What follows belongs to an exercise in optimizing a design on an open flow for small area, a short achievable clock period and few clock cycles; a production flow would make more cautious choices. Only simulation tests tie the RTL to the original design; equivalence was not proved. Power and IR drop assume default switching activity.

--- flow/flow/run.sh ---
#!/bin/bash
set -euo pipefail
bash standard.sh SETUP_SLACK_MARGIN=6.4 \
	BUFFER_PORTS_ARGS="-buffer_cell sky130_fd_sc_hd__buf_1" \
	CTS_CLUSTER_SIZE=22 CTS_CLUSTER_DIAMETER=80 \
	finish > standard.log 2>&1
--- flow/standard.sh ---
#!/bin/bash
# synth_recipe.tcl (not shown) runs the flow's synth.tcl, then flattens the netlist and writes it again
# the make line also repeats each setting of config.mk as NAME=value (left out here)
make -C /OpenROAD-flow-scripts/flow DESIGN_CONFIG=/design/flow/config.mk WORK_HOME=/design/flow/orfs CLKGATE_MAP_FILE= SYNTH_SCRIPT=/design/flow/synth_recipe.tcl "${@:-finish}"
--- flow/config.mk ---
export PLATFORM = sky130hd
export DESIGN_NAME = bst_sorter_top
export DESIGN_NICKNAME = bst_sorter_top
export VERILOG_FILES = /design/flow/design.v
export SDC_FILE = /design/flow/constraint.sdc
export NUM_CORES = 4
export LEC_CHECK = 0
export ABC_CLOCK_PERIOD_IN_PS = 3000
export CAP_MARGIN = 20
export CORE_MARGIN = 2
export CORE_UTILIZATION = 60
export SLEW_MARGIN = 20
--- flow/constraint.sdc ---
create_clock -name core_clock -period 10.0 [get_ports {clk}]
set_input_delay 2.0000 -clock core_clock [delete_from_list [all_inputs] [get_ports {clk}]]
set_output_delay 2.0000 -clock core_clock [all_outputs]
set_load 0.01 [all_outputs]
--- flow/design.v ---
module custom_spmem_wrapper_empty #(
	parameter DATA_W 	= 32,
	parameter DEPTH  	= 256,
	parameter SIM_DLY 	= 1,
	parameter ADDR_W  	= $clog2(DEPTH)
	) ( 
	input 				clk, 
	input 				rstn,
	input 				rd_req,  
	input 				wr_req,  
	input [ADDR_W-1:0] 		addr,
	input [DATA_W-1:0] 		wr_data,
	output logic 			rd_data_valid,
	output logic [DATA_W-1:0]	rd_data
	);
always_ff @ (posedge clk or negedge rstn) 
	begin
	if (~rstn)	rd_data_valid <= 1'b0;
	else
		begin
			rd_data_valid <= rd_req;
		end
	end
logic [DATA_W-1:0] 		mem_data_ary [0:DEPTH-1];
always @ (posedge clk)
	begin
	if (rd_req)
		begin
		rd_data <= mem_data_ary[addr];
		end
	else if (wr_req)
		begin
		mem_data_ary[addr] <= wr_data;
		end
	end
endmodule
module gen_bst_sorter #(
	parameter KEY_W 	= 16,
	parameter VALUE_W 	= 32,
	parameter MAX_ELEM_NUM 	= 16,
	parameter MAX_ELEM_NUM_W	= $clog2(MAX_ELEM_NUM+1),
	parameter MAX_ELEM_NUM_IDX_W	= $clog2(MAX_ELEM_NUM)
	) (
	input 					clk,
	input 					rstn,
	input 					sw_rst,
	input [MAX_ELEM_NUM_W-1:0]		i_cnfg_elems_num,
	input 					i_enable,
	output logic 				o_sorter_phase,
	input 					new_elem_valid,
	input [KEY_W-1:0] 			new_elem_key,
	input [VALUE_W-1:0] 			new_elem_value,
	output logic 				new_elem_ack,
	output logic 				sort_is_done_pls,
	output logic [KEY_W-1:0]		min_elem_key,
	output logic [VALUE_W-1:0]		min_elem_value,
	output logic [KEY_W-1:0]		max_elem_key,
	output logic [VALUE_W-1:0]		max_elem_value,
	input 					get_all_sorted_data_req_pls,
	output logic 				get_all_sorted_data_done_lvl,
	output logic [MAX_ELEM_NUM_IDX_W-1:0] 	get_elem_idx,
	output logic				get_elem_valid,
	output logic [KEY_W-1:0] 		get_elem_key,
	output logic [VALUE_W-1:0] 		get_elem_value
	);
localparam D  = MAX_ELEM_NUM;
localparam QW = MAX_ELEM_NUM_IDX_W;
localparam CW = MAX_ELEM_NUM_W;
logic 			clr;		 
logic 			take;		 
logic 			ack_r;
logic [CW-1:0]		n_r;		 
logic [QW-1:0]		nm1_r;		 
logic [QW-1:0]		off;		 
logic [CW-1:0]		cnt_r;		 
logic 			cnt_eq_nm1;
logic 			cnt_eq_n;
logic 			fresh_r;	 
logic 			fresh2_r;	 
logic 			first_sel;	 
logic 			cont_sel;	 
logic 			done_pls_r;
logic 			phase_r;
logic 			started_r;
logic 			ov_r;
logic [QW-1:0]		oidx_r;
logic 			last_out;
logic 			done_lvl_r;
logic 			sel_now;	 
assign clr  = ~i_enable | sw_rst;
assign take = new_elem_valid & ack_r;
assign off = QW'(D - n_r);
assign cnt_eq_nm1 = (cnt_r == n_r - 1'b1);
assign cnt_eq_n   = (cnt_r == n_r);
assign last_out = ov_r & (oidx_r == nm1_r);
assign first_sel = phase_r & ~started_r & get_all_sorted_data_req_pls;
assign cont_sel  = ov_r & (oidx_r != nm1_r);
assign sel_now   = ~clr & (first_sel | cont_sel);
logic [D-1:0][KEY_W-1:0]	rk;
logic [D-1:0][VALUE_W-1:0]	rv;
logic [D-1:0][QW-1:0]		rq;
logic [D-1:0]			rvld;
always_ff @ (posedge clk)
	begin
	n_r   <= i_cnfg_elems_num;
	nm1_r <= QW'(i_cnfg_elems_num - 1'b1);
	end
always_ff @ (posedge clk or negedge rstn)
	begin
	if (~rstn)
		begin
		ack_r 		<= 1'b1;
		cnt_r 		<= '0;
		fresh_r 	<= 1'b0;
		fresh2_r 	<= 1'b0;
		done_pls_r 	<= 1'b0;
		phase_r 	<= 1'b0;
		started_r 	<= 1'b0;
		ov_r 		<= 1'b0;
		done_lvl_r 	<= 1'b0;
		rvld 		<= '0;
		end
	else if (clr)
		begin
		ack_r 		<= 1'b1;
		cnt_r 		<= '0;
		fresh_r 	<= 1'b0;
		fresh2_r 	<= 1'b0;
		done_pls_r 	<= 1'b0;
		phase_r 	<= 1'b0;
		started_r 	<= 1'b0;
		ov_r 		<= 1'b0;
		done_lvl_r 	<= 1'b0;
		rvld 		<= '0;
		end
	else
		begin
		ack_r 		<= ~(take ? cnt_eq_nm1 : cnt_eq_n) & ~rvld[D-2];
		cnt_r 		<= cnt_r + CW'(take);
		fresh_r 	<= take;
		fresh2_r 	<= fresh_r;
		done_pls_r 	<= take & cnt_eq_nm1;
		phase_r 	<= (phase_r | done_pls_r) & ~last_out;
		started_r 	<= started_r | sel_now;
		ov_r 		<= sel_now;
		done_lvl_r 	<= done_lvl_r | last_out;
		rvld 		<= {rvld[D-2:0], take | rvld[D-1]};
		end
	end
always_ff @ (posedge clk)
	oidx_r <= ov_r ? oidx_r + 1'b1 : '0;
logic [D-1:0]		gt;	 
logic [D-1:0]		inc;
logic [QW-1:0]		newq;
logic [D-2:0]		gtx;
logic [D-2:0]		gtx_r;
logic [D-1:0]		gt_raw;
for (genvar gi = 0; gi < D-1; gi++)
	begin : g_cmp
	gen_bst_key_gt #(.W(KEY_W)) u_cmp (.a(rk[gi]), .b(new_elem_key), .gt(gtx[gi]));
	end
always_ff @ (posedge clk)
	gtx_r <= gtx;
assign gt_raw = {gtx_r, 1'b0};
assign gt = rvld & gt_raw;
logic [1:0]	pc_a0, pc_a1, pc_a2, pc_a3, pc_a4;
logic [2:0]	pc_b0, pc_b1;
logic [QW-1:0]	pc_b2;
logic [2:0]	pc_b0_r, pc_b1_r;
logic [QW-1:0]	pc_b2_r;
assign pc_a0 = 2'(gt[1])  + 2'(gt[2])  + 2'(gt[3]);
assign pc_a1 = 2'(gt[4])  + 2'(gt[5])  + 2'(gt[6]);
assign pc_a2 = 2'(gt[7])  + 2'(gt[8])  + 2'(gt[9]);
assign pc_a3 = 2'(gt[10]) + 2'(gt[11]) + 2'(gt[12]);
assign pc_a4 = 2'(gt[13]) + 2'(gt[14]) + 2'(gt[15]);
assign pc_b0 = 3'(pc_a0) + 3'(pc_a1);
assign pc_b1 = 3'(pc_a2) + 3'(pc_a3);
assign pc_b2 = QW'(pc_a4) + off;
always_ff @ (posedge clk)
	begin
	pc_b0_r <= pc_b0;
	pc_b1_r <= pc_b1;
	pc_b2_r <= pc_b2;
	end
assign newq  = QW'(pc_b0_r) + QW'(pc_b1_r) + pc_b2_r;
always_comb
	begin
	inc[0] = sel_now;
	for (int i = 1; i < D; i++)
		inc[i] = sel_now | (fresh_r & rvld[i] & ~gt[i]);
	end
always_ff @ (posedge clk)
	begin
	rk[0] <= take ? new_elem_key   : rk[D-1];
	rv[0] <= take ? new_elem_value : rv[D-1];
	rq[0] <= rq[D-1] + QW'(inc[D-1]);
	rq[1] <= rq[0] + QW'(inc[0]);
	rq[2] <= (fresh2_r ? newq : rq[1]) + QW'(inc[1]);
	for (int i = 1; i < D; i++)
		begin
		rk[i] <= rk[i-1];
		rv[i] <= rv[i-1];
		end
	for (int i = 3; i < D; i++)
		rq[i] <= rq[i-1] + QW'(inc[i-1]);
	end
logic [KEY_W-1:0]	mx_key_r;
logic [VALUE_W-1:0]	mx_val_r;
logic [KEY_W-1:0]	out_key_r;
logic [VALUE_W-1:0]	out_val_r;
logic 			first;
logic 			new_gt_max;
logic 			min_gt_new;
gen_bst_key_gt #(.W(KEY_W)) u_cmp_max (.a(new_elem_key), .b(mx_key_r), .gt(new_gt_max));
assign first = (cnt_r == '0);
always_ff @ (posedge clk)
	begin
	if (take & (first | new_gt_max))
		begin
		mx_key_r <= new_elem_key;
		mx_val_r <= new_elem_value;
		end
	end
logic [KEY_W-1:0]	sel_key;
logic [VALUE_W-1:0]	sel_val;
always_comb
	begin
	sel_key = '0;
	sel_val = '0;
	for (int i = 0; i < D; i++)
		if (rvld[i] & (&rq[i]))
			begin
			sel_key = sel_key | rk[i];
			sel_val = sel_val | rv[i];
			end
	end
gen_bst_key_gt #(.W(KEY_W)) u_cmp_min (.a(out_key_r), .b(new_elem_key), .gt(min_gt_new));
always_ff @ (posedge clk)
	begin
	if (cont_sel)
		begin
		out_key_r <= sel_key;
		out_val_r <= sel_val;
		end
	else if (take & (first | min_gt_new))
		begin
		out_key_r <= new_elem_key;
		out_val_r <= new_elem_value;
		end
	end
assign new_elem_ack			= ack_r;
assign sort_is_done_pls			= done_pls_r;
assign min_elem_key			= out_key_r;
assign min_elem_value			= out_val_r;
assign max_elem_key			= mx_key_r;
assign max_elem_value			= mx_val_r;
assign o_sorter_phase			= phase_r;
assign get_all_sorted_data_done_lvl	= done_lvl_r;
assign get_elem_valid			= ov_r;
assign get_elem_idx			= oidx_r;
assign get_elem_key			= out_key_r;
assign get_elem_value			= out_val_r;
endmodule
module gen_bst_key_gt #(
	parameter W = 16
	) (
	input [W-1:0]	a,
	input [W-1:0]	b,
	output logic	gt
	);
localparam L = $clog2(W);
logic [L:0][W-1:0]	g;
logic [L:0][W-1:0]	l;
assign g[0] = a & ~b;
assign l[0] = ~a & b;
for (genvar lv = 0; lv < L; lv++)
	begin : g_lv
	for (genvar i = 0; i < W; i++)
		begin : g_bit
		if ((i % (2 << lv)) == 0 && (i + (1 << lv)) < W)
			begin : g_join
			assign g[lv+1][i] = g[lv][i+(1<<lv)] | (~l[lv][i+(1<<lv)] & g[lv][i]);
			assign l[lv+1][i] = l[lv][i+(1<<lv)] | (~g[lv][i+(1<<lv)] & l[lv][i]);
			end
		else
			begin : g_pass
			assign g[lv+1][i] = g[lv][i];
			assign l[lv+1][i] = l[lv][i];
			end
		end
	end
assign gt = g[L][0];
endmodule
module bst_sorter_top (
	input 			clk,
	input 			rstn,
	input 			sw_rst,
	input [4:0]		i_cnfg_elems_num,
	input 			i_enable,
	output logic 		o_sorter_phase,
	input 			new_elem_valid,
	input [15:0] 		new_elem_key,
	input [31:0] 		new_elem_value,
	output logic 		new_elem_ack,
	output logic 		sort_is_done_pls,
	output logic [15:0]	min_elem_key,
	output logic [31:0]	min_elem_value,
	output logic [15:0]	max_elem_key,
	output logic [31:0]	max_elem_value,
	input 			get_all_sorted_data_req_pls,
	output logic 		get_all_sorted_data_done_lvl,
	output logic [3:0] 	get_elem_idx,
	output logic		get_elem_valid,
	output logic [15:0] 	get_elem_key,
	output logic [31:0] 	get_elem_value
	);
gen_bst_sorter #(
	.KEY_W 		(16	),
	.VALUE_W 	(32	),
	.MAX_ELEM_NUM 	(16	)
	) u_sorter_inst (
	.clk				(clk				),
	.rstn				(rstn				),
	.sw_rst				(sw_rst				),
	.i_cnfg_elems_num		(i_cnfg_elems_num		),
	.i_enable			(i_enable			),
	.o_sorter_phase			(o_sorter_phase			),
	.new_elem_valid			(new_elem_valid			),
	.new_elem_key			(new_elem_key			),
	.new_elem_value			(new_elem_value			),
	.new_elem_ack			(new_elem_ack			),
	.sort_is_done_pls		(sort_is_done_pls		),
	.min_elem_key			(min_elem_key			),
	.min_elem_value			(min_elem_value			),
	.max_elem_key			(max_elem_key			),
	.max_elem_value			(max_elem_value			),
	.get_all_sorted_data_req_pls	(get_all_sorted_data_req_pls	),
	.get_all_sorted_data_done_lvl	(get_all_sorted_data_done_lvl	),
	.get_elem_idx			(get_elem_idx			),
	.get_elem_valid			(get_elem_valid			),
	.get_elem_key			(get_elem_key			),
	.get_elem_value			(get_elem_value			)
	);
endmodule
==> impl_metrics.toml, run 1 <==
[outcome]
outcome = "complete, no violations"

[clock_tree]
clock_sink_count = 995
h-tree-depth = 2
clock-root-buffer = "clkbuf_16"
cts_made_buffers = 51
cts.reportedPaths.clkPinSlew_ns = 0.09
tritoncts = "yes"
postCtsHoldBufs = 0
clk_path_buf_depth = 3
clk_latency_ns = 0.64

[timing]
period_minus_slack_ns = 3.79
post-route-period-util_pct = 37.9
drv_slew = 0
worst_pin_slew_ns = 1.01
fmax_mhz = 264
finClkSkew_ns = 0.0280
setup_viol = 0
rsz0062_at_grt = "yes"
finalSetupTns_ns = 0
hold_viol = 0
slew_headroom_pct = 32.4

[power_and_ir_drop]
peakVddDrop_mv = 0.164
power.net_switching_uw = 1850
comb_power_share_pct = 8.0
finalPower_uw = 7470
clkPwrFrac_pct = 29.7
p_sw_share_pct = 24.8
p_leak_uw = 0.0147
power.density_nw_per_um2 = 199
p_int_uw = 5620
seqPwrFrac_pct = 62.4

[global_routing]
grt-ovfl-total = 0
grt_pass1_wl_um = 144000
grt_pass1_vias = 23249
grt_usage_pct = 33.3
met2_usage_pct = 52.6
grt.busiest_layer = "met2"
use_met3_pct = 4.68
grt_use_met1_pct = 45.7
grt_max_degree = 82
antenna_found_initial = 0

[routing]
drtIter0Drc = 2523
routed_wl_um = 97400
vias = 23982
drcViolationCount = 0
vias_per_cell = 6.24
dr.pass1.iters = 5
routedWlPerCell_um = 25.4
antenna_left = 0

[setup_path]
cp_cell_sequence = "buf_8 -> buf_12 -> nand2b_4 -> maj3_2 -> maj3_2 -> a32o_2 -> a21oi_4 -> a211oi_2 -> o2bb2ai_4 -> buf_12 -> buf_12 -> buf_16"
path_max_fanout = 8
cpLargestDelayFamily = "compound AO/OA/AOI/OAI gates"
worstPathRequired_ns = 10.34
cp_slowest_cell = "maj3_2"
end_kind = "flip-flop"
crit_path_frequent_cell = "buf_12"
critPathArrivalTime_ns = 4.14
cp-start-kind = "input port"
critPathKind = "input port to flip-flop"
max_stage_delay_ns = 0.31
cp_num_buf_inv = 5

[cells_and_area]
drive_above_1_share_pct = 8.54
final_cell_mix = "870 x dfxtp_1, 222 x nand2_1, 205 x a22oi_1"
layout.nets = 3178
layout_commonest_cell = "dfxtp_1"
fillerInstances = 4132
diodes = 0
area_growth_pct = 11.6

[placement]
gp_congestion = 0.941
io_buffers = 211
hpwlAfterDp_um = 57900

[die]
chipWidth_um = 241
io_pins = 212
die_area_um2 = 57900
rows = 86
die_y_um = 241
core_um2 = 55200
start_util_pct = 60.9

[synthesis]
synth_ff_type = "dfxtp_1"
syn_inst = 2909
synth_edf_count = 96
synthTopCellsByArea = "dfxtp_1 52%, edfxtp_1 8.6%, a22oi_1 4.6%"
post-synth-top-area-fraction_pct = 51.8
synth_seq_cells = 995
async_flop_share_pct = 2.91
ys_types = 67
synth_seq_area_share_pct = 62.6
avgSynthCellArea_um2 = 11.6
synth_warnings = 1
syn_area_um2 = 33600
synth_top_cell_by_area = "dfxtp_1"
syn_nets = 3022

[flow_run]
maxCapViolCount = 0

[worst_hold_path]
hold_class = "flip-flop to flip-flop"
-- layout make-up --
type / instances / area, um2 / share of cell area [%]
Timing Repair Buffer: 303 / 2130 / 5.68
Inverter: 66 / 338 / 0.900
Sequential cell: 995 / 21000 / 56.0
Clock inverter: 3 / 48.8 / 0.130
Multi-Input combinational cell: 1642 / 11600 / 31.0
Timing Repair inverter: 6 / 37.5 / 0.100
Tap cell: 748 / 936 / 2.49
Clock buffer: 78 / 1390 / 3.70
-- sequential cells by signal (all words and copies together) (netlist names), 15 cells and up --
name and cells:
u_sorter_inst.mx_key_r 16, u_sorter_inst.out_val_r 32, u_sorter_inst.rk 256, u_sorter_inst.mx_val_r 32, u_sorter_inst.rv 512, u_sorter_inst.rq 64, u_sorter_inst.out_key_r 16, u_sorter_inst.rvld 16
u_sorter_inst.gtx_r 15
-- synth_stat cells, types with 54 or more instances --
cell type  count
nand2b_1      63
a22o_1        96
edfxtp_1      96
a221oi_1     105
o21ai_0      110
dfxtp_1      870
a21oi_1       56
nor2b_1       82
nand3_1      134
a22oi_1      205
inv_1         59
buf_4         54
nor2_1        81
clkbuf_1     107
maj3_1       130
nand2_1      225
-- power groups by stage --
stage | logic [uW] | clock network (uW) | registers, uW
2_1_floorplan | 311 | 0 | 4650
3_3_place_gp | 455 | 0 | 4720
3_5_place_dp | 460 | 0 | 4730
4_1_cts | 570 | 2250 | 4650
5_1_grt | 636 | 2380 | 4690
6_report | 597 | 2220 | 4660
-- what timing repair did --
action                                  4_1_cts  5_1_grt
gates resized for setup                     117       31
cloned                                       23        1
pin swaps                                    13       13
endpoints found under the setup margin      153      126
setup buffers                                32       11
-- cells by family (layout without fill, tap and decap cells) --
logic type | after synthesis | in the layout | share of synthesized area, %
flip-flops | 995 | 995 | 62.6
AO/OA/AOI/OAI | 692 | 692 | 15.2
AND/OR/NAND/NOR | 681 | 681 | 9.86
buffers and inverters | 272 | 456 | 3.79
adder cells (fa/ha/maj) | 211 | 211 | 7.05
XOR/XNOR | 54 | 54 | 1.41
multiplexers | 4 | 4 | 0.127
-- stage by stage --
step	std cells	area (um2)	setup slack (ns)	utilization (%)	hold slack, ns
after floorplan	2909	33700	3.93	-	0.331
after global placement	3693	34700	4.68	62.9	0.333
after detailed placement	3693	34700	4.61	62.9	0.335
after CTS	3829	37300	6.33	67.5	0.345
after global routing	3841	37500	6.23	68.0	0.355
final	3841	37500	6.21	68.0	0.344
-- final timing paths --
path | from | end | slack, ns | cells past startpoint
max in group asynchronous | rstn | u_sorter_inst.ack_r | 8.30 | 2
min in group asynchronous | rstn | u_sorter_inst.done_lvl_r | 1.38 | 2
min | u_sorter_inst.rv[144] | u_sorter_inst.rv[176] | 0.34 | 0
min reg2reg | u_sorter_inst.rv[144] | u_sorter_inst.rv[176] | 0.34 | 0
max | new_elem_key[4] | u_sorter_inst.mx_val_r[3] | 6.21 | 12
max reg2reg | u_sorter_inst.rvld[13] | u_sorter_inst.out_val_r[3] | 7.09 | 8
-- worst register-to-register path, cell delays in order (launching register included) --
cell and delay [ns]:
dfrtp_1 0.43, nand3_1 0.14, nor2_4 0.61, buf_4 0.70, a22o_1 0.27, a221oi_1 0.06
nand3_1 0.10, nor2_1 0.05, o21ai_0 0.32
-- metal layers --
layer | part of all wire (%) | vias to the layer above
li1 | - | 10782
met1 | 42 | 11822
met2 | 45 | 1125
met3 | 7.6 | 253
met4 | 4.7 | 0
met5 | 0 | -
Testbench counts, summed over its fixed seeds: cycles 14,738.
==> run 2: changes to the inputs <==
--- a/flow/design.v
+++ b/flow/design.v
@@ -76,10 +76,13 @@
 logic 			cnt_eq_nm1;
 logic 			cnt_eq_n;
 logic 			fresh_r;	 
+logic 			first_r;	 
 logic 			fresh2_r;	 
+logic 			fresh3_r;	 
+logic 			done_pre_r;	 
+logic 			done_pls_r;
 logic 			first_sel;	 
 logic 			cont_sel;	 
-logic 			done_pls_r;
 logic 			phase_r;
 logic 			started_r;
 logic 			ov_r;
@@ -92,7 +95,7 @@
 assign off = QW'(D - n_r);
 assign cnt_eq_nm1 = (cnt_r == n_r - 1'b1);
 assign cnt_eq_n   = (cnt_r == n_r);
-assign last_out = ov_r & (oidx_r == nm1_r);
+assign last_out  = ov_r & (oidx_r == nm1_r);
 assign first_sel = phase_r & ~started_r & get_all_sorted_data_req_pls;
 assign cont_sel  = ov_r & (oidx_r != nm1_r);
 assign sel_now   = ~clr & (first_sel | cont_sel);
@@ -112,7 +115,10 @@
 		ack_r 		<= 1'b1;
 		cnt_r 		<= '0;
 		fresh_r 	<= 1'b0;
+		first_r 	<= 1'b0;
 		fresh2_r 	<= 1'b0;
+		fresh3_r 	<= 1'b0;
+		done_pre_r 	<= 1'b0;
 		done_pls_r 	<= 1'b0;
 		phase_r 	<= 1'b0;
 		started_r 	<= 1'b0;
@@ -125,7 +131,10 @@
 		ack_r 		<= 1'b1;
 		cnt_r 		<= '0;
 		fresh_r 	<= 1'b0;
+		first_r 	<= 1'b0;
 		fresh2_r 	<= 1'b0;
+		fresh3_r 	<= 1'b0;
+		done_pre_r 	<= 1'b0;
 		done_pls_r 	<= 1'b0;
 		phase_r 	<= 1'b0;
 		started_r 	<= 1'b0;
@@ -138,8 +147,11 @@
 		ack_r 		<= ~(take ? cnt_eq_nm1 : cnt_eq_n) & ~rvld[D-2];
 		cnt_r 		<= cnt_r + CW'(take);
 		fresh_r 	<= take;
+		first_r 	<= take & (cnt_r == '0);
 		fresh2_r 	<= fresh_r;
-		done_pls_r 	<= take & cnt_eq_nm1;
+		fresh3_r 	<= fresh2_r;
+		done_pre_r 	<= take & cnt_eq_nm1;
+		done_pls_r 	<= done_pre_r;
 		phase_r 	<= (phase_r | done_pls_r) & ~last_out;
 		started_r 	<= started_r | sel_now;
 		ov_r 		<= sel_now;
@@ -149,78 +161,70 @@
 	end
 always_ff @ (posedge clk)
 	oidx_r <= ov_r ? oidx_r + 1'b1 : '0;
-logic [D-1:0]		gt;	 
+logic [D-1:0]		gt_raw;	 
+logic [D-1:0]		gt;
 logic [D-1:0]		inc;
-logic [QW-1:0]		newq;
-logic [D-2:0]		gtx;
-logic [D-2:0]		gtx_r;
-logic [D-1:0]		gt_raw;
-for (genvar gi = 0; gi < D-1; gi++)
+logic 			new_is_min;
+assign gt_raw[0] = 1'b0;
+for (genvar gi = 1; gi < D; gi++)
 	begin : g_cmp
-	gen_bst_key_gt #(.W(KEY_W)) u_cmp (.a(rk[gi]), .b(new_elem_key), .gt(gtx[gi]));
+	gen_bst_key_gt #(.W(KEY_W)) u_cmp (.a(rk[gi]), .b(rk[0]), .gt(gt_raw[gi]));
 	end
-always_ff @ (posedge clk)
-	gtx_r <= gtx;
-assign gt_raw = {gtx_r, 1'b0};
 assign gt = rvld & gt_raw;
+assign new_is_min = &(~rvld[D-1:1] | gt_raw[D-1:1]);
 logic [1:0]	pc_a0, pc_a1, pc_a2, pc_a3, pc_a4;
-logic [2:0]	pc_b0, pc_b1;
-logic [QW-1:0]	pc_b2;
-logic [2:0]	pc_b0_r, pc_b1_r;
-logic [QW-1:0]	pc_b2_r;
+logic [1:0]	pc_a0_r, pc_a1_r, pc_a2_r, pc_a3_r, pc_a4_r;
+logic [QW-1:0]	pc;
+logic [QW-1:0]	pc_r;
 assign pc_a0 = 2'(gt[1])  + 2'(gt[2])  + 2'(gt[3]);
 assign pc_a1 = 2'(gt[4])  + 2'(gt[5])  + 2'(gt[6]);
 assign pc_a2 = 2'(gt[7])  + 2'(gt[8])  + 2'(gt[9]);
 assign pc_a3 = 2'(gt[10]) + 2'(gt[11]) + 2'(gt[12]);
 assign pc_a4 = 2'(gt[13]) + 2'(gt[14]) + 2'(gt[15]);
-assign pc_b0 = 3'(pc_a0) + 3'(pc_a1);
-assign pc_b1 = 3'(pc_a2) + 3'(pc_a3);
-assign pc_b2 = QW'(pc_a4) + off;
+assign pc = (QW'(pc_a0_r) + QW'(pc_a1_r)) + (QW'(pc_a2_r) + QW'(pc_a3_r)) + QW'(pc_a4_r);
 always_ff @ (posedge clk)
 	begin
-	pc_b0_r <= pc_b0;
-	pc_b1_r <= pc_b1;
-	pc_b2_r <= pc_b2;
+	pc_a0_r <= pc_a0;
+	pc_a1_r <= pc_a1;
+	pc_a2_r <= pc_a2;
+	pc_a3_r <= pc_a3;
+	pc_a4_r <= pc_a4;
+	pc_r 	<= pc;
 	end
-assign newq  = QW'(pc_b0_r) + QW'(pc_b1_r) + pc_b2_r;
 always_comb
 	begin
 	inc[0] = sel_now;
 	for (int i = 1; i < D; i++)
-		inc[i] = sel_now | (fresh_r & rvld[i] & ~gt[i]);
+		inc[i] = sel_now | (fresh_r & rvld[i] & ~gt_raw[i]);
 	end
 always_ff @ (posedge clk)
 	begin
 	rk[0] <= take ? new_elem_key   : rk[D-1];
 	rv[0] <= take ? new_elem_value : rv[D-1];
 	rq[0] <= rq[D-1] + QW'(inc[D-1]);
-	rq[1] <= rq[0] + QW'(inc[0]);
-	rq[2] <= (fresh2_r ? newq : rq[1]) + QW'(inc[1]);
+	rq[1] <= fresh_r ? off : rq[0] + QW'(inc[0]);
+	rq[2] <= rq[1] + QW'(inc[1]);
+	rq[3] <= rq[2] + (fresh3_r ? pc_r : '0) + QW'(inc[2]);
 	for (int i = 1; i < D; i++)
 		begin
 		rk[i] <= rk[i-1];
 		rv[i] <= rv[i-1];
 		end
-	for (int i = 3; i < D; i++)
+	for (int i = 4; i < D; i++)
 		rq[i] <= rq[i-1] + QW'(inc[i-1]);
 	end
 logic [KEY_W-1:0]	mx_key_r;
 logic [VALUE_W-1:0]	mx_val_r;
 logic [KEY_W-1:0]	out_key_r;
 logic [VALUE_W-1:0]	out_val_r;
-logic 			first;
 logic 			new_gt_max;
-logic 			min_gt_new;
-gen_bst_key_gt #(.W(KEY_W)) u_cmp_max (.a(new_elem_key), .b(mx_key_r), .gt(new_gt_max));
-assign first = (cnt_r == '0);
+gen_bst_key_gt #(.W(KEY_W)) u_cmp_max (.a(rk[0]), .b(mx_key_r), .gt(new_gt_max));
 always_ff @ (posedge clk)
-	begin
-	if (take & (first | new_gt_max))
+	if (fresh_r & (first_r | new_gt_max))
 		begin
-		mx_key_r <= new_elem_key;
-		mx_val_r <= new_elem_value;
+		mx_key_r <= rk[0];
+		mx_val_r <= rv[0];
 		end
-	end
 logic [KEY_W-1:0]	sel_key;
 logic [VALUE_W-1:0]	sel_val;
 always_comb
@@ -234,7 +238,6 @@
 			sel_val = sel_val | rv[i];
 			end
 	end
-gen_bst_key_gt #(.W(KEY_W)) u_cmp_min (.a(out_key_r), .b(new_elem_key), .gt(min_gt_new));
 always_ff @ (posedge clk)
 	begin
 	if (cont_sel)
@@ -242,10 +245,10 @@
 		out_key_r <= sel_key;
 		out_val_r <= sel_val;
 		end
-	else if (take & (first | min_gt_new))
+	else if (fresh_r & new_is_min)
 		begin
-		out_key_r <= new_elem_key;
-		out_val_r <= new_elem_value;
+		out_key_r <= rk[0];
+		out_val_r <= rv[0];
 		end
 	end
 assign new_elem_ack			= ack_r;
--- a/flow/config.mk
+++ b/flow/config.mk
@@ -8,5 +8,5 @@
 export ABC_CLOCK_PERIOD_IN_PS = 3000
 export CAP_MARGIN = 20
 export CORE_MARGIN = 2
-export CORE_UTILIZATION = 60
+export CORE_UTILIZATION = 40
 export SLEW_MARGIN = 20
==> impl_metrics.toml, run 2 <==
[global_routing]
grt_usage_pct = 23.4
antenna_found_initial = 4
grt_pass1_wl_um = 150000
grt_max_degree = 53
grt-ovfl-total = 0
grt_pass1_vias = 23069

[placement]
hpwlAfterDp_um = 60700
io_buffers = 211
pre_cts_slack_ns = 5.33
gp_congestion = 0.910

[timing]
slew_headroom_pct = 21.8
worst_pin_slew_ns = 1.17
hold_viol = 0
setup_ws_ns = 6.21
finClkSkew_ns = 0.0612
finalSetupTns_ns = 0
fmax_mhz = 264
post-route-period-util_pct = 37.9
period_minus_slack_ns = 3.79
setup_viol = 0
drv_slew = 0
rsz0062_at_grt = "yes"

[routing]
dr.pass1.iters = 6
drtIter0Drc = 2604
wl_met2_um = 45800
routedWlPerCell_um = 25.4
routed_wl_um = 101000
vias = 22979
wl_met1_um = 43800
vias_per_cell = 5.75
drcViolationCount = 0
top_layer_used = "met5"
route.met3.wl_um = 7930
antenna_left = 0

[synthesis]
synth_seq_cells = 987
synth_top_cell_by_area = "dfxtp_1"
syn_nets = 2865
synth_warnings = 1
yosysMostFrequentCell = "dfxtp_1"
synth_seq_area_share_pct = 63.5
syn_inst = 2753
syn_area_um2 = 32900
async_flop_share_pct = 3.24
avgSynthCellArea_um2 = 12.0
synth_edf_count = 96
synth_ff_type = "dfxtp_1"
post-synth-top-area-fraction_pct = 52.3
yosys-top-cells-count = "859 x dfxtp_1, 216 x a22oi_1, 129 x maj3_1"
synthTopCellsByArea = "dfxtp_1 52%, edfxtp_1 8.8%, a22oi_1 4.9%"
ys_types = 80

[worst_hold_path]
hold_class = "flip-flop to flip-flop"

[power_and_ir_drop]
peakVddDrop_mv = 0.127
power.density_nw_per_um2 = 206
p_leak_uw = 0.0140

[cells_and_area]
layout_commonest_cell = "dfxtp_1"
area_growth_pct = 12.1
final_cell_mix = "844 x dfxtp_1, 216 x a22oi_1, 210 x buf_1"
layout.nets = 3006
final_util_pct = 45.1
largestRegisters = "u_sorter_inst.rv (512), u_sorter_inst.rk (256), u_sorter_inst.rq (64)"
largest_reg_flops = 512
largest-register = "u_sorter_inst.rv"
drive_above_1_share_pct = 9.64

[die]
die_area_um2 = 84600
rows = 105
io_pins = 212
chipWidth_um = 291
core_um2 = 81700
start_util_pct = 40.3
die_y_um = 291

[clock_tree]
h-tree-depth = 2
cts.reportedPaths.clkPinSlew_ns = 0.09
clk_latency_ns = 0.67
cts_made_buffers = 52
postCtsHoldBufs = 0
clock_sink_count = 987
clock-root-buffer = "clkbuf_16"
clk_path_buf_depth = 3
tritoncts = "yes"

[setup_path]
worstPathRequired_ns = 10.34
end_kind = "flip-flop"
critPathKind = "flip-flop to flip-flop"
critPathArrivalTime_ns = 4.13
path_max_fanout = 16
cp-start-kind = "flip-flop"

[flow_run]
maxCapViolCount = 0

[outcome]
outcome = "complete, no violations"
## run 2: cell count changes after synthesis, sizes merged, moves of 16 or more
| cell | change |
|---|---|
| mux2 | +47 |
| nand3b | -16 |
| nor2 | +28 |
| o21ai | -18 |
| a22o | -51 |
| nand2 | -110 |
| a221oi | -53 |
| nor2b | -17 |
| nand4 | +16 |
| maj3 | -17 |
| a222oi | +55 |
| nor3 | -28 |
| clkbuf | -19 |
## run 2: per-layer routing
metal  track usage [%]  vias to the layer above
li1                  -                    10242
met1              32.0                    11456
met2              37.2                     1051
met3              3.54                      228
met4              9.33                        2
met5                 0                        -
## run 2: worst max-delay path, cell delays in order (launching register included)
cell and delay [ns]:
dfxtp_2 0.44, nor2b_1 0.25, a221oi_2 0.24, o211ai_1 0.13, o211ai_1 0.54, a221oi_2 0.16, nand2_1 0.14, nand3_1 0.08
or4_1 0.54, a211o_1 0.29, o41ai_4 0.22, buf_6 0.16, buf_12 0.15, buf_12 0.16
## run 2: cell families after synthesis
kind of cell / Yosys count / share of synthesized area [%]
DFF: 987 / 63.5
AOI/OAI and AO/OA: 635 / 14.4
and+or+nand+nor: 567 / 8.69
buffers and inverters: 267 / 3.75
adders and majority gates: 193 / 6.59
xor gates and xnor gates: 55 / 1.46
muxes: 49 / 1.68
## run 2: path summary, 6_finish.rpt
path | startpoint | endpoint | slack (ns) | depth (start not counted)
max | u_sorter_inst.rk[11] | u_sorter_inst.out_val_r[0] | 6.21 | 13
min | u_sorter_inst.rv[427] | u_sorter_inst.rv[459] | 0.34 | 0
max reg2reg | u_sorter_inst.rk[11] | u_sorter_inst.out_val_r[0] | 6.21 | 13
min reg2reg | u_sorter_inst.rv[427] | u_sorter_inst.rv[459] | 0.34 | 0
max in group asynchronous | rstn | u_sorter_inst.rvld[13] | 7.91 | 1
min in group asynchronous | rstn | u_sorter_inst.done_pre_r | 1.50 | 1
## run 2: layout make-up
cell class	instances	area (um2)
tap	1070	1340
clock buffer	77	1430
fill	7467	44800
antenna	1	2.50
sequential	987	20900
inverter	78	342
timing repair buffer	267	1460
clock inverter	9	153
timing repair inverter	6	28.8
multi-input combinational	1502	11200
## run 2: what timing repair did
action / in CTS / in global routing
cloned: 14 / 1
endpoints found under the hold margin: 0 / 0
setup buffers: 21 / 6
pin swaps: 9 / 2
endpoints found under the setup margin: 149 / 106
resized for setup: 78 / 17
## run 2: stage by stage
step	area, um2	cells	hold slack, ns	power (uW)
3_3_place_gp	34500	3867	0.333	5240
3_5_place_dp	34500	3867	0.335	5260
5_1_grt	36900	3996	0.347	7860
6_report	36900	3997	0.344	7590
4_1_cts	36700	3988	0.330	7600
2_1_floorplan	33000	2753	0.330	5000
## run 2: power by group
group	total [uW]	internal (uW)	switching (uW)
Sequential	4660	4350	305
Combinational	604	260	344
Clock	2330	1040	1290
Total	7590	5650	1940
Testbench counts of run 2, summed over its fixed seeds: cycles 15,218.
==> run 3: changes to the inputs <==
==> flow/flow/run.sh (replaced) <==
#!/bin/bash
set -euo pipefail
bash standard.sh SETUP_SLACK_MARGIN=6.7 \
	BUFFER_PORTS_ARGS="-buffer_cell sky130_fd_sc_hd__buf_1" \
	CTS_CLUSTER_SIZE=22 CTS_CLUSTER_DIAMETER=80 \
	finish > standard.log 2>&1
==> impl_metrics.toml, run 3 <==
[global_routing]
grt_usage_pct = 23.5
met2_usage_pct = 37.4
grt_pass1_wl_um = 151000
grt_max_degree = 53
use_met3_pct = 3.25
grt-ovfl-total = 0
grt_pass1_vias = 23022
grt.busiest_layer = "met2"
antenna_found_initial = 4
grt_use_met1_pct = 32.6

[synthesis]
synth_seq_area_share_pct = 63.5
synth_top_cell_by_area = "dfxtp_1"
syn_nets = 2865
synth_ff_type = "dfxtp_1"
synth_seq_cells = 987
yosys-top-cells-count = "859 x dfxtp_1, 216 x a22oi_1, 129 x maj3_1"
async_flop_share_pct = 3.24
ys_types = 80
avgSynthCellArea_um2 = 12.0
synthTopCellsByArea = "dfxtp_1 52%, edfxtp_1 8.8%, a22oi_1 4.9%"
post-synth-top-area-fraction_pct = 52.3
yosysMostFrequentCell = "dfxtp_1"
synth_edf_count = 96
synth_warnings = 1
syn_inst = 2753
syn_area_um2 = 32900

[cells_and_area]
layout.nets = 3064
drive_above_1_share_pct = 13.2
final_util_pct = 46.2
largestRegisters = "u_sorter_inst.rv (512), u_sorter_inst.rk (256), u_sorter_inst.rq (64)"
fillerInstances = 7415
largest_reg_flops = 512
layout_commonest_cell = "dfxtp_1"
largest-register = "u_sorter_inst.rv"
area_growth_pct = 14.6
final_cell_mix = "843 x dfxtp_1, 216 x a22oi_1, 200 x buf_1"
final_cell_area_um2 = 37700

[die]
die_y_um = 291
io_pins = 212
rows = 105
start_util_pct = 40.3
chipWidth_um = 291
die_area_um2 = 84600
core_um2 = 81700

[placement]
gp_congestion = 0.882
io_buffers = 211
hpwlAfterDp_um = 60100
place_area_um2 = 34500

[routing]
drtIter0Drc = 2607
antenna_left = 0
vias_per_cell = 5.74
dr.pass1.iters = 8
vias = 23298
drcViolationCount = 0
routed_wl_um = 103000
routedWlPerCell_um = 25.3

[setup_path]
cpLargestDelayFamily = "compound AO/OA/AOI/OAI gates"
cp_slowest_cell = "or4_4"
path_max_fanout = 7
cp_cell_sequence = "buf_12 -> inv_2 -> a22o_1 -> a222oi_1 -> nor4_2 -> o211ai_1 -> buf_4 -> a31oi_2 -> a211oi_2 -> or4_4 -> a211o_1 -> o41ai_4 -> buf_6 -> buf_12 -> buf_12 -> buf_16"
crit_path_frequent_cell = "buf_12"
worstPathRequired_ns = 10.35
critPathKind = "flip-flop to flip-flop"
cp_num_buf_inv = 7
critPathArrivalTime_ns = 4.14
cp-start-kind = "flip-flop"
max_stage_delay_ns = 0.55
end_kind = "flip-flop"

[clock_tree]
h-tree-depth = 2
clk_path_buf_depth = 3
clock_sink_count = 987
cts_made_buffers = 53
postCtsHoldBufs = 0
tritoncts = "yes"
clock-root-buffer = "clkbuf_16"
clk_latency_ns = 0.66
cts.reportedPaths.clkPinSlew_ns = 0.09

[flow_run]
maxCapViolCount = 0

[timing]
worst_pin_slew_ns = 1.21
period_minus_slack_ns = 3.79
finClkSkew_ns = 0.0400
rsz0062_at_grt = "yes"
hold_viol = 0
finalSetupTns_ns = 0
slew_headroom_pct = 19.5
post-route-period-util_pct = 37.9
setup_viol = 0
drv_slew = 0
fmax_mhz = 264

[power_and_ir_drop]
comb_power_share_pct = 8.8
peakVddDrop_mv = 0.138
p_leak_uw = 0.0144
power.density_nw_per_um2 = 204
finalPower_uw = 7710
clkPwrFrac_pct = 30.8
p_int_uw = 5730
p_sw_share_pct = 25.7
power.net_switching_uw = 1990
seqPwrFrac_pct = 60.4

[outcome]
outcome = "complete, no violations"

[worst_hold_path]
hold_class = "flip-flop to flip-flop"
[run 3: layer usage]
layer | part of all wire, % | routed length [um]
met1 | 44 | 44800
met2 | 45 | 46500
met3 | 7.5 | 7640
met4 | 3.5 | 3620
met5 | 0 | 0
[run 3: power groups by stage]
stage          sequential, uW  combinational [uW]  clock, uW
4_1_cts                  4640                 624       2410
3_5_place_dp             4730                 524          0
2_1_floorplan            4610                 389          0
3_3_place_gp             4720                 522          0
5_1_grt                  4690                 722       2560
6_report                 4650                 679       2380
[run 3: path summary, 6_finish.rpt]
path | from | endpoint | slack, ns | cells past startpoint
min in group asynchronous | rstn | u_sorter_inst.fresh3_r | 1.50 | 1
setup / recovery | u_sorter_inst.rk[0] | u_sorter_inst.out_val_r[0] | 6.21 | 16
setup reg to reg | u_sorter_inst.rk[0] | u_sorter_inst.out_val_r[0] | 6.21 | 16
hold / removal | u_sorter_inst.rv[144] | u_sorter_inst.rv[176] | 0.34 | 0
hold reg to reg | u_sorter_inst.rv[144] | u_sorter_inst.rv[176] | 0.34 | 0
max in group asynchronous | rstn | u_sorter_inst.ov_r | 7.86 | 1
[run 3: area by class of cell]
type / count / area [um2] / area share [%]
repair buffers: 323 / 2020 / 5.35
inverters: 78 / 344 / 0.912
clock buffers: 79 / 1480 / 3.91
flip-flops and latches: 987 / 20900 / 55.5
well taps: 1070 / 1340 / 3.55
clock inverters: 10 / 138 / 0.365
diodes: 1 / 2.50 / 0.00663
multi-input cells: 1502 / 11400 / 30.3
repair inverters: 7 / 40.0 / 0.106
[run 3: logic make-up (layout without fill, tap and decap cells)]
family                     Yosys count  after routing  share of synthesized area (%)
DFF                                987            987                           63.5
AOI/OAI and AO/OA                  635            638                           14.4
and+or+nand+nor                    567            567                           8.69
buffers and inverters              267            497                           3.75
adders and majority gates          193            193                           6.59
xor gates and xnor gates            55             55                           1.46
muxes                               49             49                           1.68
other                                0              1                              0
[run 3: repair_timing]
action | CTS | global route
endpoints found under the setup margin | 181 | 165
buffers inserted | 59 | 24
cloned | 15 | 1
gates resized for setup | 106 | 77
pin swaps | 18 | 50
[run 3: through the flow]
stage | worst slack, ns | hold WS, ns | std cells
floorplan | 5.53 | 0.330 | 2753
global placement | 5.35 | 0.332 | 3867
detailed placement | 5.26 | 0.336 | 3867
CTS | 6.26 | 0.341 | 4030
global route | 6.19 | 0.350 | 4056
finish | 6.21 | 0.338 | 4057
==> run 4: changes to the inputs <==
--- a/flow/design.v
+++ b/flow/design.v
@@ -164,14 +164,12 @@
 logic [D-1:0]		gt_raw;	 
 logic [D-1:0]		gt;
 logic [D-1:0]		inc;
-logic 			new_is_min;
 assign gt_raw[0] = 1'b0;
 for (genvar gi = 1; gi < D; gi++)
 	begin : g_cmp
 	gen_bst_key_gt #(.W(KEY_W)) u_cmp (.a(rk[gi]), .b(rk[0]), .gt(gt_raw[gi]));
 	end
 assign gt = rvld & gt_raw;
-assign new_is_min = &(~rvld[D-1:1] | gt_raw[D-1:1]);
 logic [1:0]	pc_a0, pc_a1, pc_a2, pc_a3, pc_a4;
 logic [1:0]	pc_a0_r, pc_a1_r, pc_a2_r, pc_a3_r, pc_a4_r;
 logic [QW-1:0]	pc;
@@ -218,7 +216,9 @@
 logic [KEY_W-1:0]	out_key_r;
 logic [VALUE_W-1:0]	out_val_r;
 logic 			new_gt_max;
+logic 			min_gt_new;
 gen_bst_key_gt #(.W(KEY_W)) u_cmp_max (.a(rk[0]), .b(mx_key_r), .gt(new_gt_max));
+gen_bst_key_gt #(.W(KEY_W)) u_cmp_min (.a(out_key_r), .b(rk[0]), .gt(min_gt_new));
 always_ff @ (posedge clk)
 	if (fresh_r & (first_r | new_gt_max))
 		begin
@@ -245,7 +245,7 @@
 		out_key_r <= sel_key;
 		out_val_r <= sel_val;
 		end
-	else if (fresh_r & new_is_min)
+	else if (fresh_r & (first_r | min_gt_new))
 		begin
 		out_key_r <= rk[0];
 		out_val_r <= rv[0];
==> flow/flow/run.sh (replaced) <==
#!/bin/bash
set -euo pipefail
bash standard.sh SETUP_SLACK_MARGIN=6.4 \
	BUFFER_PORTS_ARGS="-buffer_cell sky130_fd_sc_hd__buf_1" \
	CTS_CLUSTER_SIZE=22 CTS_CLUSTER_DIAMETER=80 \
	finish > standard.log 2>&1
==> impl_metrics.toml, run 4 <==
[outcome]
outcome = "complete, no violations"

[setup_path]
path_max_fanout = 24
cp-start-kind = "input port"
cp_slowest_cell = "fa_1"
max_stage_delay_ns = 0.41
critPathKind = "input port to flip-flop"
r2r_cells = 9
cp_num_buf_inv = 2
critPathArrivalTime_ns = 4.01
rr_endpoint = "u_sorter_inst.rq[14]"
cp_cell_sequence = "buf_1 -> nand2b_1 -> buf_4 -> a21oi_4 -> a31oi_1 -> o21ai_1 -> fa_2 -> fa_1 -> xor2_1"
cpLargestDelayFamily = "adder cells"
rrSetupSlack_ns = 6.55
crit-reg2reg-launch = "u_sorter_inst.rk[3]"
end_kind = "flip-flop"
worstPathRequired_ns = 10.53

[placement]
hpwlAfterDp_um = 62100
gp_congestion = 0.857
io_buffers = 211

[worst_hold_path]
min_to = "u_sorter_inst.rv[279]"
hold_class = "flip-flop to flip-flop"
worstHoldStart = "u_sorter_inst.rv[247]"
holdPathStages = 0

[clock_tree]
clock_sink_count = 987
tritoncts = "yes"
clk_path_buf_depth = 3
postCtsHoldBufs = 0
clk_latency_ns = 0.67
clock-root-buffer = "clkbuf_16"
cts_made_buffers = 53
cts.reportedPaths.clkPinSlew_ns = 0.09
h-tree-depth = 2

[synthesis]
async_flop_share_pct = 3.24
synth_warnings = 1
yosysMostFrequentCell = "dfxtp_1"
post-synth-top-area-fraction_pct = 50.5
syn_area_um2 = 34100
yosys-top-cells-count = "859 x dfxtp_1, 285 x a22oi_1, 171 x nand2_1"
synth_ff_type = "dfxtp_1"
avgSynthCellArea_um2 = 11.5
synthTopCellsByArea = "dfxtp_1 50%, edfxtp_1 8.5%, a22oi_1 6.3%"
synth_edf_count = 96
ys_types = 62
syn_inst = 2971
synth_top_cell_by_area = "dfxtp_1"
synth_seq_area_share_pct = 61.3
synth_seq_cells = 987
syn_nets = 3083

[timing]
finalSetupTns_ns = 0
hold_viol = 0
rsz0062_at_grt = "no"
fmax_mhz = 287
worst_hold_slack_ns = 0.347
slew_headroom_pct = 30.3
finClkSkew_ns = 0.0553
worst_pin_slew_ns = 1.04
period_minus_slack_ns = 3.48
post-route-period-util_pct = 34.8
setup_viol = 0
drv_slew = 0

[routing]
dr.pass1.iters = 5
vias = 23226
vias_per_cell = 5.46
routedWlPerCell_um = 22.8
antenna_left = 0
routed_wl_um = 97100
drtIter0Drc = 2065
drcViolationCount = 0

[die]
die_area_um2 = 87500
die_y_um = 296
io_pins = 212
chipWidth_um = 296
start_util_pct = 40.2
core_um2 = 84700
rows = 107

[power_and_ir_drop]
peakVddDrop_mv = 0.128
p_leak_uw = 0.0141
power.density_nw_per_um2 = 206

[cells_and_area]
largest_reg_flops = 512
area_growth_pct = 9.64
layout_commonest_cell = "dfxtp_1"
largest-register = "u_sorter_inst.rv"
drive_above_1_share_pct = 6.93
final_util_pct = 44.1
final_cell_mix = "854 x dfxtp_1, 285 x a22oi_1, 210 x buf_1"
largestRegisters = "u_sorter_inst.rv (512), u_sorter_inst.rk (256), u_sorter_inst.rq (64)"
layout.nets = 3183

[global_routing]
grt_pass1_wl_um = 143000
antenna_found_initial = 1
grt_usage_pct = 21.7
grt_max_degree = 56
grt_pass1_vias = 22502
grt-ovfl-total = 0

[flow_run]
maxCapViolCount = 0
[run 4: power by group]
group	leakage [uW]	internal [uW]	switching (uW)	total [uW]
registers	0.00856	4370	298	4670
logic	0.00477	267	380	647
clock network	0.000766	1030	1340	2370
[run 4: routing by layer]
layer  wire length [um]  vias up  share of wire (%)  GRT usage (%)
met4               2000        0                2.1           5.41
met2              46100      772                 48           36.3
li1                   -    10902                  -              -
met5                  0        -                  0              0
met1              43400    11424                 45           29.7
met3               5540      128                5.7           2.77
[run 4: cell families after synthesis]
family / count (synthesis) / share of synthesized area, %
compound gates: 691 / 14.5
xor+xnor: 56 / 1.44
fa+ha+maj: 223 / 7.24
buf+inv: 300 / 4.02
flops: 987 / 61.3
mux: 44 / 1.45
simple gates: 670 / 10.0
[run 4: final cells by class]
cell class	count	area, um2
multi-input combinational	1684	12000
timing repair buffer	247	1060
antenna	2	5.00
clock inverter	10	161
timing repair inverter	1	5.00
sequential	987	20900
clock buffer	78	1440
tap	1144	1430
fill	7979	47400
inverter	97	382
[run 4: worst reg2reg max path, cell delays in order, from the launching register on]
cell     delay, ns
dfxtp_1       0.35
inv_1         0.76
maj3_1        0.32
a21oi_1       0.12
o221a_2       0.36
nor3_1        0.27
o21ai_1       0.17
fa_2          0.39
fa_1          0.41
xor2_1        0.17
[run 4: stage by stage]
step	setup WS [ns]	std cells	power [uW]	area, um2
floorplan	5.75	2971	5110	34100
global placement	5.69	4159	5390	35700
detailed placement	5.73	4159	5400	35700
CTS	6.40	4247	7740	37300
global route	6.40	4248	7970	37400
finish	6.52	4250	7690	37400
[run 4: how the worst max path moves through the flow]
| stage | slack [ns] | end | cells past startpoint | from |
|---|---|---|---|---|
| 6_report | 6.52 | u_sorter_inst.rq[14] | 9 | sw_rst |
| 3_3_place_gp | 5.69 | u_sorter_inst.rq[13] | 8 | sw_rst |
| 2_1_floorplan | 5.75 | u_sorter_inst.mx_key_r[0] | 8 | u_sorter_inst.rk[12] |
| 5_1_grt | 6.40 | u_sorter_inst.rq[14] | 9 | u_sorter_inst.rk[3] |
| 3_5_place_dp | 5.73 | u_sorter_inst.rq[13] | 8 | sw_rst |
| 4_1_cts | 6.40 | u_sorter_inst.mx_val_r[10] | 7 | u_sorter_inst.rk[13] |
[run 4: repair_timing]
action	4_1_cts	5_1_grt
endpoints found under the hold margin	0	0
endpoints found under the setup margin	1	48
cloned	0	1
resized for setup	1	4
setup buffers	0	0
Testbench counts of run 4, summed over its fixed seeds: cycles 15,218.
==> run 5: changes to the inputs <==
==> flow/flow/run.sh (replaced) <==
#!/bin/bash
set -euo pipefail
bash standard.sh SETUP_SLACK_MARGIN=6.6 \
	BUFFER_PORTS_ARGS="-buffer_cell sky130_fd_sc_hd__buf_1" \
	CTS_CLUSTER_SIZE=22 CTS_CLUSTER_DIAMETER=80 \
	finish > standard.log 2>&1
==> impl_metrics.toml, run 5 <==
[timing]
drv_slew = 0
slew_headroom_pct = 31.2
period_minus_slack_ns = 3.36
hold_viol = 0
finalSetupTns_ns = 0
setup_ws_ns = 6.64
rsz0062_at_grt = "yes"
worst_pin_slew_ns = 1.03
fmax_mhz = 297
post-route-period-util_pct = 33.6
setup_viol = 0
finClkSkew_ns = 0.0368

[power_and_ir_drop]
p_leak_uw = 0.0141
peakVddDrop_mv = 0.132
power.density_nw_per_um2 = 205
clkPwrFrac_pct = 30.6
comb_power_share_pct = 8.5
power.net_switching_uw = 2000
p_int_uw = 5660
p_sw_share_pct = 26.1
seqPwrFrac_pct = 60.9

[synthesis]
post-synth-top-area-fraction_pct = 50.5
ys_types = 62
synth_edf_count = 96
avgSynthCellArea_um2 = 11.5
synth_warnings = 1
synth_ff_type = "dfxtp_1"
synth_seq_area_share_pct = 61.3
yosysMostFrequentCell = "dfxtp_1"
synth_top_cell_by_area = "dfxtp_1"
synth_seq_cells = 987
syn_area_um2 = 34100
yosys-top-cells-count = "859 x dfxtp_1, 285 x a22oi_1, 171 x nand2_1"
async_flop_share_pct = 3.24
syn_inst = 2971
syn_nets = 3083
synthTopCellsByArea = "dfxtp_1 50%, edfxtp_1 8.5%, a22oi_1 6.3%"

[clock_tree]
postCtsHoldBufs = 0
clk_latency_ns = 0.67
clock_sink_count = 987
tritoncts = "yes"
clock-root-buffer = "clkbuf_16"
h-tree-depth = 2
clk_path_buf_depth = 3
cts_made_buffers = 53
cts.reportedPaths.clkPinSlew_ns = 0.09

[flow_run]
maxCapViolCount = 0

[placement]
pre_cts_slack_ns = 6.00
io_buffers = 211
hpwlAfterDp_um = 61400
gp_congestion = 0.865

[routing]
routed_wl_um = 96800
drtIter0Drc = 1950
antenna_left = 0
routedWlPerCell_um = 22.7
dr.pass1.iters = 6
vias_per_cell = 5.47
vias = 23267
drcViolationCount = 0

[cells_and_area]
layout_commonest_cell = "dfxtp_1"
final_cell_mix = "853 x dfxtp_1, 285 x a22oi_1, 209 x buf_1"
largestRegisters = "u_sorter_inst.rv (512), u_sorter_inst.rk (256), u_sorter_inst.rq (64)"
largest_reg_flops = 512
layout.nets = 3187
area_growth_pct = 9.83
largest-register = "u_sorter_inst.rv"
drive_above_1_share_pct = 7.27

[global_routing]
grt_pass1_vias = 22374
use_met3_pct = 2.80
grt_use_met1_pct = 29.9
grt-ovfl-total = 0
grt_max_degree = 49
grt.busiest_layer = "met2"
antenna_found_initial = 1
grt_pass1_wl_um = 143000
grt_usage_pct = 21.6
met2_usage_pct = 35.1

[setup_path]
critPathArrivalTime_ns = 1.36
critPathKind = "flip-flop to output port"
cpLargestDelayFamily = "flip-flops"
path_max_fanout = 4
cp_num_buf_inv = 1
cp-start-kind = "flip-flop"
end_kind = "output port"
cp_cell_sequence = "buf_1"
cp_slowest_cell = "edfxtp_1"
worstPathRequired_ns = 8.00
max_stage_delay_ns = 0.53

[worst_hold_path]
hold_class = "flip-flop to flip-flop"

[die]
rows = 107
die_area_um2 = 87500
die_y_um = 296
io_pins = 212
core_um2 = 84700
chipWidth_um = 296
start_util_pct = 40.2

[outcome]
outcome = "complete, no violations"
-- run 5: cell counts after synthesis --
Identical to the previous run, type by type.
-- run 5: final cells by class --
type / instances / area (um2)
inverters: 97 / 382
diodes: 3 / 7.51
repair inverters: 2 / 10.0
multi-input cells: 1684 / 12000
well taps: 1144 / 1430
clock buffers: 78 / 1430
clock inverters: 11 / 161
fillers: 7891 / 47300
repair buffers: 250 / 1110
flip-flops and latches: 987 / 20900
-- run 5: path summary, 6_finish.rpt --
check / startpoint / to / slack [ns] / depth (start not counted)
min: u_sorter_inst.rv[426] / u_sorter_inst.rv[458] / 0.33 / 0
max reg2reg: u_sorter_inst.rk[4] / u_sorter_inst.pc_a4_r[0] / 6.79 / 7
min in group asynchronous: rstn / u_sorter_inst.rvld[2] / 1.49 / 1
max: u_sorter_inst.out_key_r[15] / get_elem_key[15] / 6.64 / 1
min reg2reg: u_sorter_inst.rv[426] / u_sorter_inst.rv[458] / 0.33 / 0
max in group asynchronous: rstn / u_sorter_inst.ov_r / 7.82 / 1
-- run 5: timing repair --
item | CTS | global route
setup buffers | 0 | 3
gates resized for setup | 6 | 7
endpoints found under the setup margin | 108 | 60
cloned | 0 | 2
-- run 5: cell families (layout without fill, tap and decap cells) --
logic type | Yosys count | after routing | synth area share (%)
mux | 44 | 44 | 1.45
flops | 987 | 987 | 61.3
simple gates | 670 | 670 | 10.0
xor+xnor | 56 | 56 | 1.44
buf+inv | 300 | 438 | 4.02
fa+ha+maj | 223 | 223 | 7.24
other cells | 0 | 3 | 0
compound gates | 691 | 691 | 14.5
-- run 5: through the flow --
stage	hold slack [ns]	total power [uW]	area, um2	utilization [%]	cells
6_report	0.334	7670	37400	44.2	4256
5_1_grt	0.346	7970	37400	44.2	4253
4_1_cts	0.320	7710	37400	44.1	4248
3_5_place_dp	0.335	5390	35800	42.2	4159
3_3_place_gp	0.333	5390	35800	42.2	4159
2_1_floorplan	0.330	5110	34200	-	2971
-- run 5: worst register-to-register path, delay by kind of cell, from the launching register on --
family | cells | cell delay [ns]
buffers and inverters | 1 | 0.48
adder cells (fa/ha/maj) | 2 | 0.85
AO/OA/AOI/OAI | 3 | 0.83
flip-flops | 1 | 0.53
AND/OR/NAND/NOR | 1 | 0.39
-- run 5: metal layers --
layer | up-vias | routed length [um]
li1 | 10928 | -
met1 | 11386 | 43000
met2 | 802 | 44800
met3 | 151 | 6000
met4 | 0 | 2870
met5 | - | 0
-- run 5: power by group through the flow --
stage / combinational (uW) / sequential (uW) / clock, uW
2_1_floorplan: 464 / 4650 / 0
3_3_place_gp: 642 / 4750 / 0
6_report: 652 / 4670 / 2350
3_5_place_dp: 648 / 4750 / 0
4_1_cts: 653 / 4660 / 2400
5_1_grt: 712 / 4710 / 2540
==> run 6: changes to the inputs <==
==> flow/flow/run.sh (replaced) <==
#!/bin/bash
set -euo pipefail
bash standard.sh SETUP_SLACK_MARGIN=6.8 \
	BUFFER_PORTS_ARGS="-buffer_cell sky130_fd_sc_hd__buf_1" \
	CTS_CLUSTER_SIZE=22 CTS_CLUSTER_DIAMETER=80 \
	finish > standard.log 2>&1
==> impl_metrics.toml, run 6 <==
[outcome]
outcome = "complete, no violations"

[setup_path]
path_max_fanout = 3
worstSetupPathDepth = 1
rr_endpoint = "u_sorter_inst.out_val_r[10]"
cp_slowest_cell = "edfxtp_1"
critPathArrivalTime_ns = 1.37
cp_num_buf_inv = 1
cp_cell_sequence = "buf_1"
end_kind = "output port"
rrSetupSlack_ns = 6.76
worstPathRequired_ns = 8.00
cp-start-kind = "flip-flop"
r2r_cells = 7
endpoint = "get_elem_key[14]"
max_stage_delay_ns = 0.53
crit_start = "u_sorter_inst.out_key_r[14]"
crit-reg2reg-launch = "u_sorter_inst.rk[14]"
cpLargestDelayFamily = "flip-flops"
critPathKind = "flip-flop to output port"

[global_routing]
grt_usage_pct = 22.3
grt_pass1_vias = 22977
grt_pass1_wl_um = 147000
grt-ovfl-total = 0
grt_use_met1_pct = 30.7
grt_max_degree = 56
grt.busiest_layer = "met2"
use_met3_pct = 2.84
met2_usage_pct = 36.0
antenna_found_initial = 1

[synthesis]
synth_seq_area_share_pct = 61.3
synth_warnings = 1
synthTopCellsByArea = "dfxtp_1 50%, edfxtp_1 8.5%, a22oi_1 6.3%"
synth_edf_count = 96
synth_ff_type = "dfxtp_1"
yosys-top-cells-count = "859 x dfxtp_1, 285 x a22oi_1, 171 x nand2_1"
syn_inst = 2971
syn_nets = 3083
ys_types = 62
yosysMostFrequentCell = "dfxtp_1"
avgSynthCellArea_um2 = 11.5
post-synth-top-area-fraction_pct = 50.5
syn_area_um2 = 34100
async_flop_share_pct = 3.24
synth_top_cell_by_area = "dfxtp_1"
synth_seq_cells = 987

[clock_tree]
clk_latency_ns = 0.67
clock-root-buffer = "clkbuf_16"
cts.reportedPaths.clkPinSlew_ns = 0.10
clk_path_buf_depth = 3
postCtsHoldBufs = 0
cts_made_buffers = 52
tritoncts = "yes"
clock_sink_count = 987
h-tree-depth = 2

[timing]
worst_pin_slew_ns = 1.02
finClkSkew_ns = 0.0504
hold_viol = 0
drv_slew = 0
rsz0062_at_grt = "yes"
worst_hold_slack_ns = 0.326
fmax_mhz = 297
slew_headroom_pct = 31.8
post-route-period-util_pct = 33.7
setup_viol = 0
finalSetupTns_ns = 0
period_minus_slack_ns = 3.37

[die]
core_um2 = 84700
chipWidth_um = 296
die_area_um2 = 87500
io_pins = 212
rows = 107
die_y_um = 296
start_util_pct = 40.2

[routing]
vias = 23773
drtIter0Drc = 2277
antenna_left = 0
dr.pass1.iters = 9
vias_per_cell = 5.54
routed_wl_um = 100000
routedWlPerCell_um = 23.4
drcViolationCount = 0

[worst_hold_path]
holdPathStages = 0
hold_class = "flip-flop to flip-flop"

[placement]
hpwlAfterDp_um = 62000
io_buffers = 211
gp_congestion = 0.904

[cells_and_area]
largest_reg_flops = 512
diodes = 0
largestRegisters = "u_sorter_inst.rv (512), u_sorter_inst.rk (256), u_sorter_inst.rq (64)"
drive_above_1_share_pct = 13.2
largest-register = "u_sorter_inst.rv"
layout_commonest_cell = "dfxtp_1"
area_growth_pct = 11.7
layout.nets = 3225
final_cell_mix = "848 x dfxtp_1, 285 x a22oi_1, 171 x nand2_1"
final_util_pct = 44.9

[flow_run]
maxCapViolCount = 0

[power_and_ir_drop]
peakVddDrop_mv = 0.138
power.density_nw_per_um2 = 203
p_leak_uw = 0.0147
-- run 6: layout make-up --
class	count	area (um2)
Timing Repair Buffer	288	1610
Inverter	97	382
Multi-Input combinational cell	1685	12200
Clock inverter	7	110
Clock buffer	78	1440
Fill cell	7887	46700
Tap cell	1144	1430
Sequential cell	987	20900
Timing Repair inverter	2	15.0
-- run 6: how the worst min path moves through the flow --
stage / start / end / slack [ns]
after global routing: u_sorter_inst.rv[300] / u_sorter_inst.rv[332] / 0.34
after floorplan: u_sorter_inst.rv[78] / u_sorter_inst.rv[110] / 0.33
after detailed placement: u_sorter_inst.rv[48] / u_sorter_inst.rv[80] / 0.34
after CTS: u_sorter_inst.rv[300] / u_sorter_inst.rv[332] / 0.32
final: u_sorter_inst.rv[42] / u_sorter_inst.rv[74] / 0.33
after global placement: u_sorter_inst.rv[450] / u_sorter_inst.rv[482] / 0.33
-- run 6: logic make-up after synthesis --
logic type / count (synthesis) / synth area share [%]
xor gates and xnor gates: 56 / 1.44
and+or+nand+nor: 670 / 10.0
DFF: 987 / 61.3
buffers and inverters: 300 / 4.02
muxes: 44 / 1.45
AOI/OAI and AO/OA: 691 / 14.5
adders and majority gates: 223 / 7.24
-- run 6: metal layers --
layer	share of wire [%]	vias up
met2	46	915
met5	0.0070	-
li1	-	10978
met4	3.4	2
met3	6.8	179
met1	44	11699
-- run 6: per-stage QoR --
| stage | instance area (um2) | power (uW) | std cells | setup WS [ns] |
|---|---|---|---|---|
| global placement | 35900 | 5410 | 4156 | 5.98 |
| floorplan | 34300 | 5120 | 2971 | 5.75 |
| global route | 38100 | 7980 | 4288 | 6.62 |
| finish | 38100 | 7710 | 4288 | 6.63 |
| CTS | 37800 | 7730 | 4274 | 6.62 |
| detailed placement | 35900 | 5420 | 4156 | 5.92 |
-- run 6: timing repair --
| item | 4_1_cts | 5_1_grt |
|---|---|---|
| buffers inserted | 31 | 13 |
| resized for setup | 44 | 120 |
| hold endpoints to repair | 0 | 0 |
| endpoints found under the setup margin | 294 | 266 |
| cloned | 2 | 1 |
| pin swaps | 0 | 0 |
-- run 6: report_power, final --
group / internal, uW / leakage (uW) / switching (uW)
Sequential: 4370 / 0.00856 / 299
Combinational: 291 / 0.00536 / 416
Clock: 1020 / 0.000745 / 1320

[afterwards: timing with drivers on the ports]
The results above use ideal ports. As a check the final layouts listed here were re-extracted and re-timed, cells and wires unchanged. Step 1 sets driving cells, clkbuf_16 on the clock port and buf_2 on the other inputs (assumed; they add their load-dependent delay and slew). Step 2 moves the port delays by t, midway between the first and last clock arrival at a register: inputs arrive t later, outputs are due t later. That takes back most of the time a late clock gives input paths. Slacks: ideal / step 1 / step 2; pairs: ideal / step 1.
run	t (ns)	slack for setup (ns)	hold slack, ns	slew at the worst register clock pin (ns)	pins driven straight from the clock port
run 1	0.683	6.208 / 6.219 / 5.536	0.344 / 0.344 / 0.344	0.10 / 0.10	1
run 2	0.701	6.208 / 6.208 / 5.879	0.344 / 0.344 / 0.344	0.10 / 0.10	1
run 3	0.704	6.211 / 6.211 / 6.147	0.338 / 0.338 / 0.338	0.10 / 0.10	1
run 4	0.711	6.521 / 6.547 / 5.849	0.347 / 0.347 / 0.347	0.10 / 0.10	1
run 5	0.715	6.637 / 6.569 / 6.161	0.334 / 0.334 / 0.334	0.10 / 0.10	1
run 6	0.703	6.632 / 6.569 / 6.205	0.326 / 0.326 / 0.326	0.10 / 0.10	1
After both steps setup and hold are still met in every run listed.
